From an optimization exercise on the open Yosys and OpenROAD flow, aimed at small area, a short achievable clock period and few clock cycles; shortcuts taken in it are not production practice. In this exercise RTL edits were held to simulation tests only and were not proved equivalent to the original. Power and IR drop assume default switching activity.

==> flow/design.v <==
module CHIP #(
    parameter BIT_W = 32
)(
    input               i_clk,
    input               i_rst_n,
    input  [BIT_W-1:0]  i_IMEM_data,
    output [BIT_W-1:0]  o_IMEM_addr,
    output              o_IMEM_cen,
    input               i_DMEM_stall,
    input  [BIT_W-1:0]  i_DMEM_rdata,
    output              o_DMEM_cen,
    output              o_DMEM_wen,
    output [BIT_W-1:0]  o_DMEM_addr,
    output [BIT_W-1:0]  o_DMEM_wdata
);
    localparam [6:0] OP_R     = 7'b0110011;
    localparam [6:0] OP_I     = 7'b0010011;
    localparam [6:0] OP_AUIPC = 7'b0010111;
    localparam [6:0] OP_JAL   = 7'b1101111;
    localparam [6:0] OP_JALR  = 7'b1100111;
    localparam [6:0] OP_LW    = 7'b0000011;
    localparam [6:0] OP_SW    = 7'b0100011;
    localparam [6:0] OP_BR    = 7'b1100011;
    localparam [6:0] OP_ECALL = 7'b1110011;
    localparam [31:0] PC_RESET = 32'h00010000;
    localparam [31:0] SP_RESET = 32'hbffffff0;
    localparam [31:0] GP_RESET = 32'h10008000;
    reg  [31:0] pc_f;
    reg  [31:0] ir;
    reg  [31:0] pc_d;
    reg         v_d;
    reg         v_e;
    reg  [31:0] x_e, y_e, b_e;    
    reg  [4:0]  rd_e;
    reg         e_wr;        
    reg         e_ld, e_st, e_mul, e_br, e_jalr;
    reg         e_sub;
    reg  [2:0]  e_sel;       
    reg  [2:0]  e_f3;        
    reg         p_cen, p_wen, p_ld;
    reg  [31:0] p_addr, p_wdata;
    reg  [4:0]  p_rd;
    reg         m_busy, m_done;
    reg  [4:0]  m_rd;
    reg  [31:0] m_a, m_b, m_acc;
    reg  [31:0] rf [1:31];
    reg  [31:1] rf_v;
    wire [6:0] op_d  = ir[6:0];
    wire [4:0] rd_d  = ir[11:7];
    wire [4:0] rs1_d = ir[19:15];
    wire [4:0] rs2_d = ir[24:20];
    wire [2:0] f3_d  = ir[14:12];
    wire d_r     = (op_d == OP_R);
    wire d_i     = (op_d == OP_I);
    wire d_auipc = (op_d == OP_AUIPC);
    wire d_jal   = (op_d == OP_JAL);
    wire d_jalr  = (op_d == OP_JALR);
    wire d_ld    = (op_d == OP_LW);
    wire d_st    = (op_d == OP_SW);
    wire d_br    = (op_d == OP_BR);
    wire d_ecall = (op_d == OP_ECALL);
    wire d_mul   = d_r & ir[25];
    wire d_use1  = d_r | d_i | d_jalr | d_ld | d_st | d_br;
    wire d_use2  = d_r | d_st | d_br;
    wire d_wrany = (d_r | d_i | d_auipc | d_jal | d_jalr | d_ld) & (rd_d != 5'd0);
    wire [31:0] imm_i = {{20{ir[31]}}, ir[31:20]};
    wire [31:0] imm_s = {{20{ir[31]}}, ir[31:25], ir[11:7]};
    wire [31:0] imm_u = {ir[31:12], 12'b0};
    wire [31:0] imm_b = {{19{ir[31]}}, ir[31], ir[7], ir[30:25], ir[11:8], 1'b0};
    wire [31:0] imm_j = {{11{ir[31]}}, ir[31], ir[19:12], ir[20], ir[30:21], 1'b0};
    function [31:0] rf_init;
        input [4:0] r;
        begin
            case (r)
                5'd2:    rf_init = SP_RESET;
                5'd3:    rf_init = GP_RESET;
                default: rf_init = 32'd0;
            endcase
        end
    endfunction
    wire [31:0] rf_rd1 = (rs1_d == 5'd0) ? 32'd0 : (rf_v[rs1_d] ? rf[rs1_d] : rf_init(rs1_d));
    wire [31:0] rf_rd2 = (rs2_d == 5'd0) ? 32'd0 : (rf_v[rs2_d] ? rf[rs2_d] : rf_init(rs2_d));
    wire [31:0] ex_res;
    wire        ex_wr_now;           
    wire [31:0] rs1_val = rf_rd1;
    wire [31:0] rs2_val = rf_rd2;
    wire pe_e = v_e & (e_ld | e_mul | e_wr) & (rd_e != 5'd0);
    wire pe_p = p_cen & p_ld;
    wire pe_m = m_busy | m_done;
    function busy_reg;
        input [4:0] r;
        begin
            busy_reg = (r != 5'd0) &&
                       ((pe_e && rd_e == r) || (pe_p && p_rd == r) ||
                        (pe_m && m_rd == r));
        end
    endfunction
    wire hazard_d = v_d & ((d_use1 & busy_reg(rs1_d)) | (d_use2 & busy_reg(rs2_d)) |
                           (d_wrany & busy_reg(rd_d)) | d_ecall);
    wire [31:0] y_in = e_sub ? ~y_e : y_e;
    wire [32:0] sum33 = {1'b0, x_e} + {1'b0, y_in} + {32'd0, e_sub};
    wire [31:0] sum = sum33[31:0];
    wire        lt = (x_e[31] ^ y_e[31]) ? x_e[31] : sum[31];
    wire        eq = (x_e == y_e);
    wire [31:0] shl = x_e << y_e[4:0];
    wire [31:0] sra = $signed(x_e) >>> y_e[4:0];
    reg  [31:0] res;
    always @(*) begin
        case (e_sel)
            3'd0:    res = sum;
            3'd1:    res = x_e & y_e;
            3'd2:    res = x_e ^ y_e;
            3'd3:    res = {31'd0, lt};
            3'd4:    res = shl;
            3'd5:    res = sra;
            default: res = b_e;             
        endcase
    end
    assign ex_res = res;
    reg taken;
    always @(*) begin
        case (e_f3)
            3'b000:  taken = eq;
            3'b001:  taken = ~eq;
            3'b100:  taken = lt;
            3'b101:  taken = ~lt;
            default: taken = 1'b0;
        endcase
    end
    wire ld_done = p_cen & p_ld & ~i_DMEM_stall;
    wire wp_r = ld_done;
    wire wp_m = m_done & ~ld_done;
    wire port_taken = ld_done | m_done;
    wire stall_e = v_e & (((e_ld | e_st) & p_cen & i_DMEM_stall) |
                          (e_mul & (m_busy | m_done)) |
                          (e_wr & port_taken));
    wire go_e = v_e & ~stall_e;
    assign ex_wr_now = go_e & e_wr;
    wire redirect_e = go_e & ((e_br & taken) | e_jalr);
    wire [31:0] target_e = e_jalr ? {sum[31:1], 1'b0} : b_e;
    wire stall_d = stall_e | hazard_d;
    wire [31:0] link_d   = pc_d + 32'd4;
    wire [31:0] target_b = pc_d + imm_b;      
    wire [31:0] f_inst = i_IMEM_data;
    wire        f_jal  = (f_inst[6:0] == OP_JAL);
    wire [31:0] f_imm_j = {{11{f_inst[31]}}, f_inst[31], f_inst[19:12], f_inst[20], f_inst[30:21], 1'b0};
    wire [31:0] target_j = pc_f + f_imm_j;
    wire [31:0] pc_4 = pc_f + 32'd4;
    always @(posedge i_clk or negedge i_rst_n) begin
        if (!i_rst_n) begin
            pc_f <= PC_RESET;
            v_d  <= 1'b0;
        end else begin
            if (redirect_e) begin
                pc_f <= target_e;
                v_d  <= 1'b0;
            end else if (!stall_d) begin
                pc_f <= f_jal ? target_j : pc_4;
                v_d  <= 1'b1;
            end
        end
    end
    always @(posedge i_clk) begin
        if (!stall_d) begin
            ir   <= f_inst;
            pc_d <= pc_f;
        end
    end
    assign o_IMEM_addr = pc_f;
    assign o_IMEM_cen  = 1'b1;
    always @(posedge i_clk or negedge i_rst_n) begin
        if (!i_rst_n) begin
            v_e <= 1'b0;
        end else begin
            if (redirect_e) v_e <= 1'b0;
            else if (!stall_e) v_e <= v_d & ~hazard_d;
        end
    end
    always @(posedge i_clk) begin
        if (!stall_e) begin
            x_e    <= d_auipc ? pc_d : rs1_val;
            y_e    <= d_auipc ? imm_u :
                      d_st    ? imm_s :
                      (d_r | d_br) ? rs2_val : imm_i;
            b_e    <= (d_jal | d_jalr) ? link_d : d_br ? target_b : rs2_val;
            rd_e   <= rd_d;
            e_wr   <= ((d_r & ~d_mul) | d_i | d_auipc | d_jal | d_jalr) & (rd_d != 5'd0);
            e_ld   <= d_ld;
            e_st   <= d_st;
            e_mul  <= d_mul;
            e_br   <= d_br;
            e_jalr <= d_jalr;
            e_sub  <= (d_r & ir[30]) | d_br | (d_i & f3_d == 3'b010);
            e_f3   <= f3_d;
            if (d_jal | d_jalr)                  e_sel <= 3'd6;
            else if (d_r & f3_d == 3'b111)       e_sel <= 3'd1;
            else if (d_r & f3_d == 3'b100)       e_sel <= 3'd2;
            else if (d_i & f3_d == 3'b010)       e_sel <= 3'd3;
            else if (d_i & f3_d == 3'b001)       e_sel <= 3'd4;
            else if (d_i & f3_d == 3'b101)       e_sel <= 3'd5;
            else                                 e_sel <= 3'd0;
        end
    end
    wire        wb_en   = wp_r | wp_m | ex_wr_now;
    wire [4:0]  wb_rd   = wp_r ? p_rd : wp_m ? m_rd : rd_e;
    wire [31:0] wb_data = wp_r ? i_DMEM_rdata : wp_m ? m_acc : ex_res;
    integer k;
    always @(posedge i_clk) begin
        for (k = 1; k < 32; k = k + 1)
            if (wb_en && wb_rd == k) rf[k] <= wb_data;
    end
    always @(posedge i_clk or negedge i_rst_n) begin
        if (!i_rst_n) rf_v <= 31'd0;
        else if (wb_en && wb_rd != 5'd0) rf_v[wb_rd] <= 1'b1;
    end
    wire enq = go_e & (e_ld | e_st);
    wire port_free = ~p_cen | ~i_DMEM_stall;      
    wire q_ld = e_ld & (rd_e != 5'd0);
    always @(posedge i_clk or negedge i_rst_n) begin
        if (!i_rst_n) begin
            p_cen <= 1'b0;
        end else begin
            if (port_free) p_cen <= enq;
        end
    end
    always @(posedge i_clk) begin
        if (port_free) begin
            p_wen   <= e_st;
            p_ld    <= q_ld;
            p_addr  <= sum;
            p_wdata <= b_e;
            p_rd    <= rd_e;
        end
    end
    assign o_DMEM_cen   = p_cen;
    assign o_DMEM_wen   = p_wen;
    assign o_DMEM_addr  = p_addr;
    assign o_DMEM_wdata = p_wdata;
    wire        m_start = v_e & e_mul & ~m_busy & ~m_done;    
    wire [31:0] m_pp0 = m_b[0] ? m_a : 32'd0;
    wire [31:0] m_pp1 = m_b[1] ? {m_a[30:0], 1'b0} : 32'd0;
    wire [31:0] m_nacc = m_acc + m_pp0 + m_pp1;
    wire [31:0] m_nb = {2'b00, m_b[31:2]};
    always @(posedge i_clk or negedge i_rst_n) begin
        if (!i_rst_n) begin
            m_busy <= 1'b0;
            m_done <= 1'b0;
        end else begin
            if (m_start) begin
                m_busy <= 1'b1;
            end else if (m_busy && m_nb == 32'd0) begin
                m_busy <= 1'b0;
                m_done <= 1'b1;
            end else if (wp_m) begin
                m_done <= 1'b0;
            end
        end
    end
    always @(posedge i_clk) begin
        m_a <= m_start ? x_e : {m_a[29:0], 2'b00};
        m_b <= m_start ? y_e : m_nb;
        if (m_start) begin
            m_acc <= 32'd0;
            m_rd  <= rd_e;
        end else if (m_busy) begin
            m_acc <= m_nacc;
        end
    end
endmodule
export LEC_CHECK = 0
export ABC_CLOCK_PERIOD_IN_PS = 3500
export CAP_MARGIN = 20
export CORE_MARGIN = 2
export CORE_UTILIZATION = 40
export SETUP_SLACK_MARGIN = 0.5
export SLEW_MARGIN = 20
create_clock -name core_clock -period 11.0 [get_ports {i_clk}]
standard.sh (not shown) runs the stock make flow with config.mk's settings and CLKGATE_MAP_FILE= SYNTH_SCRIPT=/design/flow/synth_recipe.tcl, a recipe that flattens the netlist after the stock synthesis.
==> flow/flow/run.sh <==
#!/bin/bash
set -euo pipefail
MARGIN=$(cat "$(dirname "$0")/margin.txt")
bash standard.sh SETUP_SLACK_MARGIN="$MARGIN" finish > flow_make.log 2>&1
==> flow/flow/margin.txt <==
7.0
The starting point finished with capacitance limit, slew limit left.
Testbench counts at the start, summed over its fixed seeds: cycles 79,174.
Change:
--- a/flow/design.v
+++ b/flow/design.v
@@ -80,13 +80,13 @@
     endfunction
     wire [31:0] rf_rd1 = (rs1_d == 5'd0) ? 32'd0 : (rf_v[rs1_d] ? rf[rs1_d] : rf_init(rs1_d));
     wire [31:0] rf_rd2 = (rs2_d == 5'd0) ? 32'd0 : (rf_v[rs2_d] ? rf[rs2_d] : rf_init(rs2_d));
     wire [31:0] ex_res;
     wire        ex_wr_now;           
-    wire [31:0] rs1_val = rf_rd1;
-    wire [31:0] rs2_val = rf_rd2;
-    wire pe_e = v_e & (e_ld | e_mul | e_wr) & (rd_e != 5'd0);
+    wire [31:0] rs1_val = (ex_wr_now && rd_e == rs1_d) ? ex_res : rf_rd1;
+    wire [31:0] rs2_val = (ex_wr_now && rd_e == rs2_d) ? ex_res : rf_rd2;
+    wire pe_e = v_e & (e_ld | e_mul) & (rd_e != 5'd0);
     wire pe_p = p_cen & p_ld;
     wire pe_m = m_busy | m_done;
     function busy_reg;
         input [4:0] r;
         begin
Now the flow finished clean.
Worst hold slack hardly moves.
Power went up by 1.5%.
Die area went up by about 1.4%.
Setup slack degrades by 0.26 ns.
Synthesized cell count climbs by 0.75%.
Combinational power rises by about 15%.
Area after synthesis goes up by 1.4%.
Fmax shrinks by about 6%.
Flip-flop and latch count does not change.
Global-route usage came out higher by 1.1 points.
Clock-buffer cell count goes up by 7.
Final cell count climbs by about 4%.
Register-to-register slack is worse by 0.17 ns.
Testbench counts after the change, summed over its fixed seeds: cycles 76,688.

## re-timing with driven ports
The results above use ideal ports. As a check the final layouts listed here were re-extracted and re-timed, cells and wires unchanged.
Step 1 (the two cells are an assumption about what drives the block):
set clk [get_ports {i_clk}]
set_driving_cell -lib_cell sky130_fd_sc_hd__clkbuf_16 $clk
set_driving_cell -lib_cell sky130_fd_sc_hd__buf_2 [delete_from_list [all_inputs] $clk]
Step 2 adds t to the input delays and takes it off the output delays; t is the mean of the earliest and latest rising clock arrival at the registers after step 1. Input paths then give back, and output paths get back, about the clock's delay inside the block.
Three values: ideal, step 1, step 2; two values: the first two.
run	t, ns	setup WS [ns]	hold slack, ns	worst slew at a driven data input, ns	pins driven straight from the clock port
the first run	0.907	6.749 / 6.749 / 5.899	0.443 / 0.443 / 0.443	0.18	1
the second run	0.904	6.487 / 6.422 / 5.518	0.440 / 0.440 / 0.440	0.19	1
For the second run, which loses most, drivers alone change the setup slack by -0.065 ns; drivers and shift together by -0.969 ns.
